This is an optimization exercise on Yosys and OpenROAD, whose aim is small area, a short achievable clock period and few clock cycles per item, not a production implementation. Where RTL was checked, it was by simulation tests only, not by an equivalence proof against the original. Power figures rest on the tool's default switching activity, not on a simulated workload.

## assignment
module assignment (
    input logic clk,
    input logic NRST,
    input logic start,
    input logic [10:0] A,
    input logic [10:0] B,
    output logic [20:0] result,
    output logic ready
);
==> flow/config.mk <==
export PLATFORM = sky130hd
export DESIGN_NAME = assignment
export DESIGN_NICKNAME = assignment
export VERILOG_FILES = /design/flow/design.v
export SDC_FILE = /design/flow/constraint.sdc
export NUM_CORES = 4
export LEC_CHECK = 0
export CAP_MARGIN = 20
export CORE_MARGIN = 2
export CORE_UTILIZATION = 40
export SLEW_MARGIN = 20
export SYNTH_HIERARCHICAL = 1
export SYNTH_MINIMUM_KEEP_SIZE = 0
==> flow/constraint.sdc <==
create_clock -name core_clock -period 12.5 [get_ports {clk}]
set_input_delay 2.5000 -clock core_clock [delete_from_list [all_inputs] [get_ports {clk}]]
set_output_delay 2.5000 -clock core_clock [all_outputs]
set_load 0.01 [all_outputs]
standard.sh (not shown) runs the stock make flow with config.mk's settings and CLKGATE_MAP_FILE= SYNTH_SCRIPT=/design/flow/synth_recipe.tcl, a recipe that flattens the netlist after the stock synthesis.
==> flow/flow/run.sh <==
#!/bin/bash
# The standard layout (the standard.sh: ORFS synthesis to final layout),
# with smaller port buffers and no clock-tree dummy loads.
set -euo pipefail
export BUFFER_PORTS_ARGS="-buffer_cell ${PORT_BUF:-sky130_fd_sc_hd__buf_1}"
export CTS_ARGS="-sink_clustering_enable -repair_clock_nets -dont_use_dummy_load"
bash standard.sh > standard.log 2>&1
The baseline passed the timing, design-rule and antenna checks.
==> next run, changes <==
- ABC_CLOCK_PERIOD_IN_PS: not set -> 3000
The changed run passed the timing, design-rule and antenna checks. Die area is unchanged. Combinational power hardly moves. Design area is unchanged. Wire length stays the same. Sequential cell count stays the same. Register-to-register slack is about the same. Worst hold slack stays the same. Global-route usage stays the same.
No functional check of the RTL was part of any run of this note.

* * *

Another version of the RTL of assignment (not shown whole).
Size in the first run: about 49 flip-flops, about 47 I/O pins, roughly 4400 um^2 of cells after synthesis.
clock: 12.5 ns
lec_check: 0
cap_margin: 20
core_margin: 2
core_utilization: 65
slew_margin: 20
synth_hierarchical: 1
synth_minimum_keep_size: 0
==> flow/flow/run.sh <==
#!/bin/bash
# The standard layout (the standard.sh: ORFS synthesis to final layout),
# with smaller port buffers and no clock-tree dummy loads.
set -euo pipefail
export BUFFER_PORTS_ARGS="-buffer_cell ${PORT_BUF:-sky130_fd_sc_hd__buf_1}"
export CTS_ARGS="-sink_clustering_enable -repair_clock_nets -dont_use_dummy_load -buf_list sky130_fd_sc_hd__clkbuf_8 -sink_clustering_size 30 -sink_clustering_max_diameter 100"
bash standard.sh > standard.log 2>&1
The baseline finished with timing, DRC and antenna clean.
Testbench counts at the start, summed over its fixed seeds: cycles 3,200, items 1,600.
Change:
--- a/flow/flow/run.sh
+++ b/flow/flow/run.sh
@@ -6 +6 @@
-export CTS_ARGS="-sink_clustering_enable -repair_clock_nets -dont_use_dummy_load -buf_list sky130_fd_sc_hd__clkbuf_8 -sink_clustering_size 30 -sink_clustering_max_diameter 100"
+export CTS_ARGS="-sink_clustering_enable -repair_clock_nets -dont_use_dummy_load"
- CORE_UTILIZATION: 65 -> 40
The new run finished with timing, DRC and antenna clean. Synthesized cell count stays the same. Synthesized area stays the same. Count of clock-buffer cells in the layout is unchanged. Core utilization decreases by 26 points. Register-to-register slack barely changes. Sequential power hardly moves. Wire length increases by 7.6%. Final area increases by 1.6%.
Change:
--- a/flow/flow/run.sh
+++ b/flow/flow/run.sh
@@ -6,0 +7 @@
+export SETUP_SLACK_MARGIN=9
=> The new run completed with no timing, DRC or antenna violations. Worst setup slack gains 0.14 ns. Count of clock-buffer cells in the layout stays the same. Hold slack gets better by 0.037 ns.
Change:
--- a/flow/flow/run.sh
+++ b/flow/flow/run.sh
@@ -6,2 +6 @@
-export CTS_ARGS="-sink_clustering_enable -repair_clock_nets -dont_use_dummy_load"
-export SETUP_SLACK_MARGIN=9
+export CTS_ARGS="-sink_clustering_enable -repair_clock_nets -dont_use_dummy_load -buf_list sky130_fd_sc_hd__clkbuf_8"
- CORE_UTILIZATION: 40 -> 85
Effect: The new run completed with no timing, DRC or antenna violations; wire length stays flat; worst setup slack gets worse by 0.22 ns; clock power goes down by about 2.8%; final cell count goes down by about 20%; maximum frequency goes down by about 5%; die area goes down by 51%.
Change:
--- a/flow/flow/run.sh
+++ b/flow/flow/run.sh
@@ -6 +6 @@
-export CTS_ARGS="-sink_clustering_enable -repair_clock_nets -dont_use_dummy_load -buf_list sky130_fd_sc_hd__clkbuf_8"
+export CTS_ARGS="-sink_clustering_enable -repair_clock_nets -dont_use_dummy_load -sink_clustering_size 60 -sink_clustering_max_diameter 300 -buf_list sky130_fd_sc_hd__clkbuf_16"
- CORE_UTILIZATION: 85 -> 40
- hold slack got worse by 0.030 ns
- total power hardly moves
- fmax came out higher by 2.2%
- clock power climbs by 49%
- clock-buffer cell count stays the same
- first-iteration DRC count is lower by 78%
- via count went down by 7.4%
- worst setup slack gets better by 0.092 ns
- non-clock buffer count stays the same

* * *

## the baseline
assignment again, from the RTL that the note above started with.
Design assignment, start of the top module:
module assignment (
    input logic clk,
    input logic NRST,
    input logic start,
    input logic [10:0] A,
    input logic [10:0] B,
    output logic [20:0] result,
    output logic ready
);
export LEC_CHECK = 0
export CAP_MARGIN = 20
export CORE_MARGIN = 2
export CORE_UTILIZATION = 40
export SLEW_MARGIN = 20
export SYNTH_HIERARCHICAL = 1
export SYNTH_MINIMUM_KEEP_SIZE = 0
create_clock -name core_clock -period 12.5 [get_ports {clk}]
==> flow/flow/run.sh <==
#!/bin/bash
# The standard layout (the standard.sh: ORFS synthesis to final layout),
# with smaller port buffers and no clock-tree dummy loads.
set -euo pipefail
export BUFFER_PORTS_ARGS="-buffer_cell ${PORT_BUF:-sky130_fd_sc_hd__buf_1}"
export CTS_ARGS="-sink_clustering_enable -repair_clock_nets -dont_use_dummy_load -buf_list sky130_fd_sc_hd__clkbuf_8"
export SETUP_SLACK_MARGIN=8.5
bash standard.sh > standard.log 2>&1
Testbench counts of the baseline, summed over its fixed seeds: cycles 3,200, items 1,600.
--- input diff the baseline..the candidate ---
- setting PLACE_DENSITY to 0.75 for the first time
- changing CORE_UTILIZATION from 40 to 65
diff --git a/flow/flow/run.sh b/flow/flow/run.sh
--- a/flow/flow/run.sh
+++ b/flow/flow/run.sh
@@ -6,3 +6,2 @@
 export CTS_ARGS="-sink_clustering_enable -repair_clock_nets -dont_use_dummy_load -buf_list sky130_fd_sc_hd__clkbuf_8"
-export SETUP_SLACK_MARGIN=8.5
 bash standard.sh > standard.log 2>&1
==> notes.md <==
From the baseline to the candidate the numbers moved as follows: worst hold slack after final layout now smaller; area of the multi-input gates lower; number of ordinary and repair buffers in the finished layout saw a decrease. Count of clock-buffer cells in the layout came out exactly the same in the candidate and the baseline. The candidate against the baseline; HPWL after detailed placement is up slightly. Compared with the baseline, the candidate shows a reported net switching power that is 0.0089 mW lower.

==> re-timing with driven ports <==
The results above use ideal ports. As a check the final layouts listed here were re-extracted and re-timed, cells and wires unchanged.
Step 1 sets driving cells, clkbuf_16 on the clock port and buf_2 on the other inputs (assumed; they add their load-dependent delay and slew).
Step 2 times the ports against the registers' clock, not the clock port: input delays grow and output delays shrink by t, the midpoint of the rising clock arrivals with the driver on.
Three values: no drivers, after step 1, after step 2; two values: the first two.
| run | t, ns | setup WS [ns] | slew at the worst register clock pin (ns) | worst slew at a driven data input, ns | pins driven straight from the clock port |
|---|---|---|---|---|---|
| the first run of note 1 | 0.322 | 8.317 / 8.317 / 8.282 | 0.07 / 0.07 | 0.04 | 1 |
| the second run of note 1 | 0.322 | 8.317 / 8.317 / 8.282 | 0.07 / 0.07 | 0.04 | 1 |
| the first run of note 2 | 0.323 | 8.295 / 8.267 / 8.129 | 0.10 / 0.10 | 0.04 | 1 |
| the second run of note 2 | 0.328 | 8.275 / 8.243 / 8.109 | 0.10 / 0.10 | 0.04 | 1 |
| the third run of note 2 | 0.327 | 8.412 / 8.381 / 8.264 | 0.11 / 0.11 | 0.06 | 1 |
| the fourth run of note 2 | 0.330 | 8.196 / 8.164 / 7.952 | 0.11 / 0.11 | 0.04 | 1 |
| the fifth run of note 2 | 0.322 | 8.289 / 8.252 / 8.097 | 0.07 / 0.07 | 0.04 | 1 |
| the baseline | 0.332 | 8.393 / 8.362 / 8.202 | 0.10 / 0.10 | 0.04 | 1 |
| the candidate | 0.324 | 8.297 / 8.263 / 8.103 | 0.10 / 0.10 | 0.04 | 1 |
After both steps every run listed still meets setup and hold. The setup slack of the fourth run of note 2, which loses most, moves by -0.032 ns with the drivers and by -0.244 ns with both steps.
